Background: an optimization exercise with open tools, aiming at small area and a short achievable clock period. Do not read the settings as production practice. RTL that was checked went through simulation tests only; none was proved equivalent to the original. Power is estimated from default activity; no workload was simulated.

// ecliptic_top
module ecliptic_top
  (
   input wire          clk,
   input wire          nrst,
   input wire [31:0]   src1,
   input wire [31:0]   src2,
   input wire          bop_req,
   input wire [1:0]    bop_op,
   output logic [31:0] bop_res,
   output logic        bop_ack,
   input wire          cls_req,
   output logic [9:0]  cls_res,
   output logic        cls_ack,
   input wire          cmp_req,
   input wire [2:0]    cmp_op,
   output logic [31:0] cmp_res,
   output logic        cmp_invalid,
   output logic        cmp_ack,
   input wire          cvtw_req,
   input wire [1:0]    cvtw_rm,
   input wire          cvtw_unsigned,
   output logic [31:0] cvtw_res,
   output logic        cvtw_invalid,
   output logic        cvtw_inexact,
   output logic        cvtw_ack,
   input wire          cvts_req,
   input wire [1:0]    cvts_rm,
   input wire          cvts_unsigned,
   output logic [31:0] cvts_res,
   output logic        cvts_inexact,
   output logic        cvts_ack
   );
export LEC_CHECK = 0
export ABC_AREA = 1
export CAP_MARGIN = 20
export CORE_MARGIN = 2
export CORE_UTILIZATION = 40
export CTS_BUF_LIST = sky130_fd_sc_hd__clkbuf_8
export SETUP_SLACK_MARGIN = 3.6
export SLEW_MARGIN = 20
export SYNTH_HIERARCHICAL = 1
create_clock -name core_clock -period 7.5 [get_ports {clk}]
standard.sh (not shown) runs the stock make flow with config.mk's settings and CLKGATE_MAP_FILE= SYNTH_SCRIPT=/design/flow/synth_recipe.tcl, a recipe that flattens the netlist after the stock synthesis.
==> flow/flow/run.sh <==
#!/bin/bash
# Standard ORFS layout, with plain buf_1 cells as the port buffers
# instead of the default clkdlybuf4s50_1 delay cells.
set -euo pipefail
export BUFFER_PORTS_ARGS="-buffer_cell sky130_fd_sc_hd__buf_1"
bash standard.sh > standard.log 2>&1
Then changed:
--- a/flow/design.v
+++ b/flow/design.v
@@ -209,68 +209,71 @@
     end else begin
       cmp_res <= cmp_res_n;
       cmp_ack <= 1'b1;
       cmp_invalid <= cmp_inv_n;
     end
   end
   logic        w_s;
   logic [7:0]  w_e;
   logic [22:0] w_m;
   logic        w_ge127, w_e126, w_e158, w_ge159, w_nan, w_man_zero;
   logic        w_e127;
   logic [23:0] w_mg;
+  logic [87:0] w_y;
   logic [55:0] w_f;
+  logic [31:0] w_ipx;
+  logic        w_ip0;
   logic [21:0] w_smask;
-  logic [31:0] w_ip;
   logic        w_guard, w_sticky, w_round_up;
-  logic        w_inv_pre, w_force_zero, w_neg, w_inc;
+  logic        w_inv_pre, w_force_zero, w_inc;
   logic        w_satpos;
   logic [31:0] w_sat, w_q_n;
   logic        w_act_n, w_invalid_n, w_inexact_n;
   always_comb begin
     w_s = src1[31];
     w_e = src1[30:23];
     w_m = src1[22:0];
     w_man_zero = ~|w_m;
     w_ge127 = w_e[7] | (&w_e[6:0]);
     w_e126 = (w_e == 8'd126);
     w_e158 = (w_e == 8'd158);
     w_ge159 = w_e[7] & ((|w_e[6:5]) | (&w_e[4:0]));
     w_nan = (&w_e) & ~w_man_zero;
     w_e127 = (w_e == 8'd127);
     w_mg = w_ge127 ? {1'b1, w_m} : 24'd0;
-    w_f = {31'd0, w_mg, 1'b0} << w_e[4:0];
-    w_ip = w_e127 ? 32'd1 : w_f[54:23];
-    w_guard = w_e127 ? w_m[22] : (w_f[22] | w_e126);
+    w_y = {{31{w_s}}, w_mg ^ {24{w_s}}, w_s, {32{w_s}}} << w_e[4:0];
+    w_f = w_y[87:32];
+    w_ipx = w_e127 ? {{31{w_s}}, ~w_s} : w_f[54:23];
+    w_ip0 = w_ipx[0] ^ w_s;
+    w_guard = w_e127 ? w_m[22] : ((w_f[22] ^ w_s) | w_e126);
     w_smask = w_e127 ? 22'h3fffff : (22'h1fffff >> w_e[4:0]);
     w_sticky = (w_ge127 & |(w_m[21:0] & w_smask)) |
                (~w_ge127 & (~w_man_zero | ((|w_e) & ~w_e126)));
     case (cvtw_rm)
-      2'b00: w_round_up = w_guard & (w_sticky | w_ip[0]);
+      2'b00: w_round_up = w_guard & (w_sticky | w_ip0);
       2'b01: w_round_up = 1'b0;
       2'b10: w_round_up = w_s & (w_guard | w_sticky);
       default: w_round_up = ~w_s & (w_guard | w_sticky);
     endcase
     w_inv_pre = w_nan | w_ge159 |
                 (w_e158 & (cvtw_unsigned ? w_s : ~(w_s & w_man_zero))) |
                 (cvtw_unsigned & w_s & w_ge127);
     w_force_zero = cvtw_unsigned & w_s & ~w_ge127;
     w_invalid_n = w_inv_pre | (w_force_zero & w_round_up);
     w_inexact_n = ~w_invalid_n & (w_guard | w_sticky);
     w_satpos = ~w_s | w_nan;
     w_sat = {cvtw_unsigned ? w_satpos : ~w_satpos, {31{w_satpos}}};
-    w_neg = w_s & ~w_inv_pre & ~w_force_zero;
-    w_inc = w_round_up & ~w_inv_pre & ~w_force_zero;
-    w_q_n = w_inv_pre ? w_sat : (w_ip ^ {32{w_neg}});
-    w_act_n = w_neg ^ w_inc;
+    w_inc = w_round_up & ~w_force_zero;
+    w_q_n = w_inv_pre ? w_sat : w_ipx;
+    w_act_n = ~w_inv_pre & (w_s ^ w_inc);
   end
   logic [31:0] cvtw_q;
   logic        cvtw_act;
   always_ff @(posedge clk) begin
     if (~nrst | ~cvtw_req) begin
       cvtw_ack <= '0;
       cvtw_q <= '0;
       cvtw_act <= '0;
       cvtw_invalid <= '0;
       cvtw_inexact <= '0;
     end else begin
       cvtw_ack <= 1'b1;
After rerunning: Fmax decreases by 0.98%; sequential power grows by about 0.8%; clock power stays flat; worst hold slack gains 0.020 ns; design area went down by about 0.9%; worst setup slack loses 0.037 ns; combinational power is higher by about 6%; final cell count is lower by 2.2%; utilization went up by 0.50 points; area after synthesis went down by about 0.8%; critical path depth drops by 3; via count falls by 1.6%.
No run of this note included a check of the RTL's function; only the layout flow was run.


## old
Another version of the RTL of ecliptic_top (not shown whole).
Size in the first run: roughly 140 flip-flops, roughly 230 I/O pins, ~12000 sq um of cells after synthesis.
export LEC_CHECK = 0
export ABC_AREA = 1
export CAP_MARGIN = 20
export CORE_MARGIN = 2
export CORE_UTILIZATION = 40
export SETUP_SLACK_MARGIN = 3.75
export SLEW_MARGIN = 20
export SYNTH_HIERARCHICAL = 1
create_clock -name core_clock -period 7.5 [get_ports {clk}]
Scripts as last shown in full above: flow/flow/run.sh
For new, these inputs were changed with respect to old:
--- a/flow/design.v
+++ b/flow/design.v
@@ -15,38 +15,39 @@
     res[4] = ~sg & (kind == 3'd1);
     res[5] = ~sg & (kind == 3'd2);
     res[6] = ~sg & (kind == 3'd3);
     res[7] = ~sg & (kind == 3'd4);
     res[8] = (kind == 3'd5);
     res[9] = (kind == 3'd6);
   end
 endmodule
 `default_nettype wire
 `default_nettype none
 module ecliptic_increment
+  #(parameter int W = 32)
   (
-   input wire [31:0]   a,
-   input wire          cin,
-   output logic [31:0] y
+   input wire [W-1:0]   a,
+   input wire           cin,
+   output logic [W-1:0] y
    );
-  logic [31:0] p [0:5];
+  logic [W-1:0] p [0:$clog2(W)];
   always_comb begin
     p[0] = a;
-    for (int l = 0; l < 5; l++) begin
-      for (int i = 0; i < 32; i++) begin
+    for (int l = 0; l < $clog2(W); l++) begin
+      for (int i = 0; i < W; i++) begin
         if ((i >> l) & 1) p[l+1][i] = p[l][i] & p[l][((i >> l) << l) - 1];
         else p[l+1][i] = p[l][i];
       end
     end
     y[0] = a[0] ^ cin;
-    for (int i = 1; i < 32; i++) y[i] = a[i] ^ (cin & p[5][i-1]);
+    for (int i = 1; i < W; i++) y[i] = a[i] ^ (cin & p[$clog2(W)][i-1]);
   end
 endmodule
 module ecliptic_converter_to_float
   (
    input wire          sg,
    input wire [7:0]    ex,
    input wire [22:0]   man,
    input wire          c32,
    input wire          g,
    input wire          st,
    input wire [1:0]    rm,
@@ -291,23 +292,23 @@
       cvtw_act <= '0;
       cvtw_invalid <= '0;
       cvtw_inexact <= '0;
     end else begin
       cvtw_ack <= 1'b1;
       cvtw_q <= w_q_n;
       cvtw_act <= w_act_n;
       cvtw_invalid <= w_invalid_n;
       cvtw_inexact <= w_inexact_n;
     end
   end
-  ecliptic_increment CVTW_INC (.a(cvtw_q), .cin(cvtw_act), .y(cvtw_res));
+  ecliptic_increment #(.W(32)) CVTW_INC (.a(cvtw_q), .cin(cvtw_act), .y(cvtw_res));
   logic        f_s, f_zero;
   logic [31:0] f_b, f_a;
   logic [31:0] f_po [0:5];
   logic [31:0] f_zv [0:5];
   logic [4:0]  f_zc [0:5][0:31];
   logic [4:0]  f_lz;
   logic [6:0]  f_smask;
   logic [32:0] f_n [0:5];
   logic        f_guard, f_sticky;
   logic [7:0]  f_e_tab [0:31];
   logic [7:0]  f_e_n;
==> run notes <==
- Post-route non-filler standard cell count: old vs new identical
- Compared with old, in new post-synthesis async set-or-reset flop share closely matched the old numbers; layout sequential cell count has remained practically unchanged; CTS sink count roughly the same.
- Wire length on met1 came out exactly the same in new and old.
- new -> old: number of tapcells delta 0, exact match
- Net count after synthesis came out exactly the same in new and old.
Only the layout flow was run in new; the RTL was not checked for function there.

==> re-timing with driven ports <==
Ports are ideal in the flow. The routed layouts listed here were re-timed in OpenROAD. Step 1 assumes that a clkbuf_16 drives the clock port and a buf_2 every other input. Step 2, shift: input delay + t, output delay - t, t = (earliest + latest rising clock arrival at the registers) / 2. This alone moves slack from input paths to output paths. Slacks: no drivers / after step 1 / after step 2; pairs: no drivers / after step 1.
| run | t (ns) | slack for setup (ns) | clock arrival spread, ns | worst register clock-pin slew, ns |
|---|---|---|---|---|
| the first run of note 1 | 0.526 | 3.721 / 3.734 / 3.208 | 0.019 / 0.019 | 0.09 / 0.09 |
| the second run of note 1 | 0.534 | 3.684 / 3.715 / 3.181 | 0.016 / 0.015 | 0.09 / 0.09 |
| old | 0.492 | 3.827 / 3.839 / 3.346 | 0.013 / 0.013 | 0.07 / 0.07 |
| new | 0.492 | 3.827 / 3.839 / 3.346 | 0.013 / 0.013 | 0.07 / 0.07 |
After both steps setup and hold are still met in every run listed. The setup slack of the first run of note 1, which loses most, moves by +0.013 ns with the drivers and by -0.513 ns with both steps.
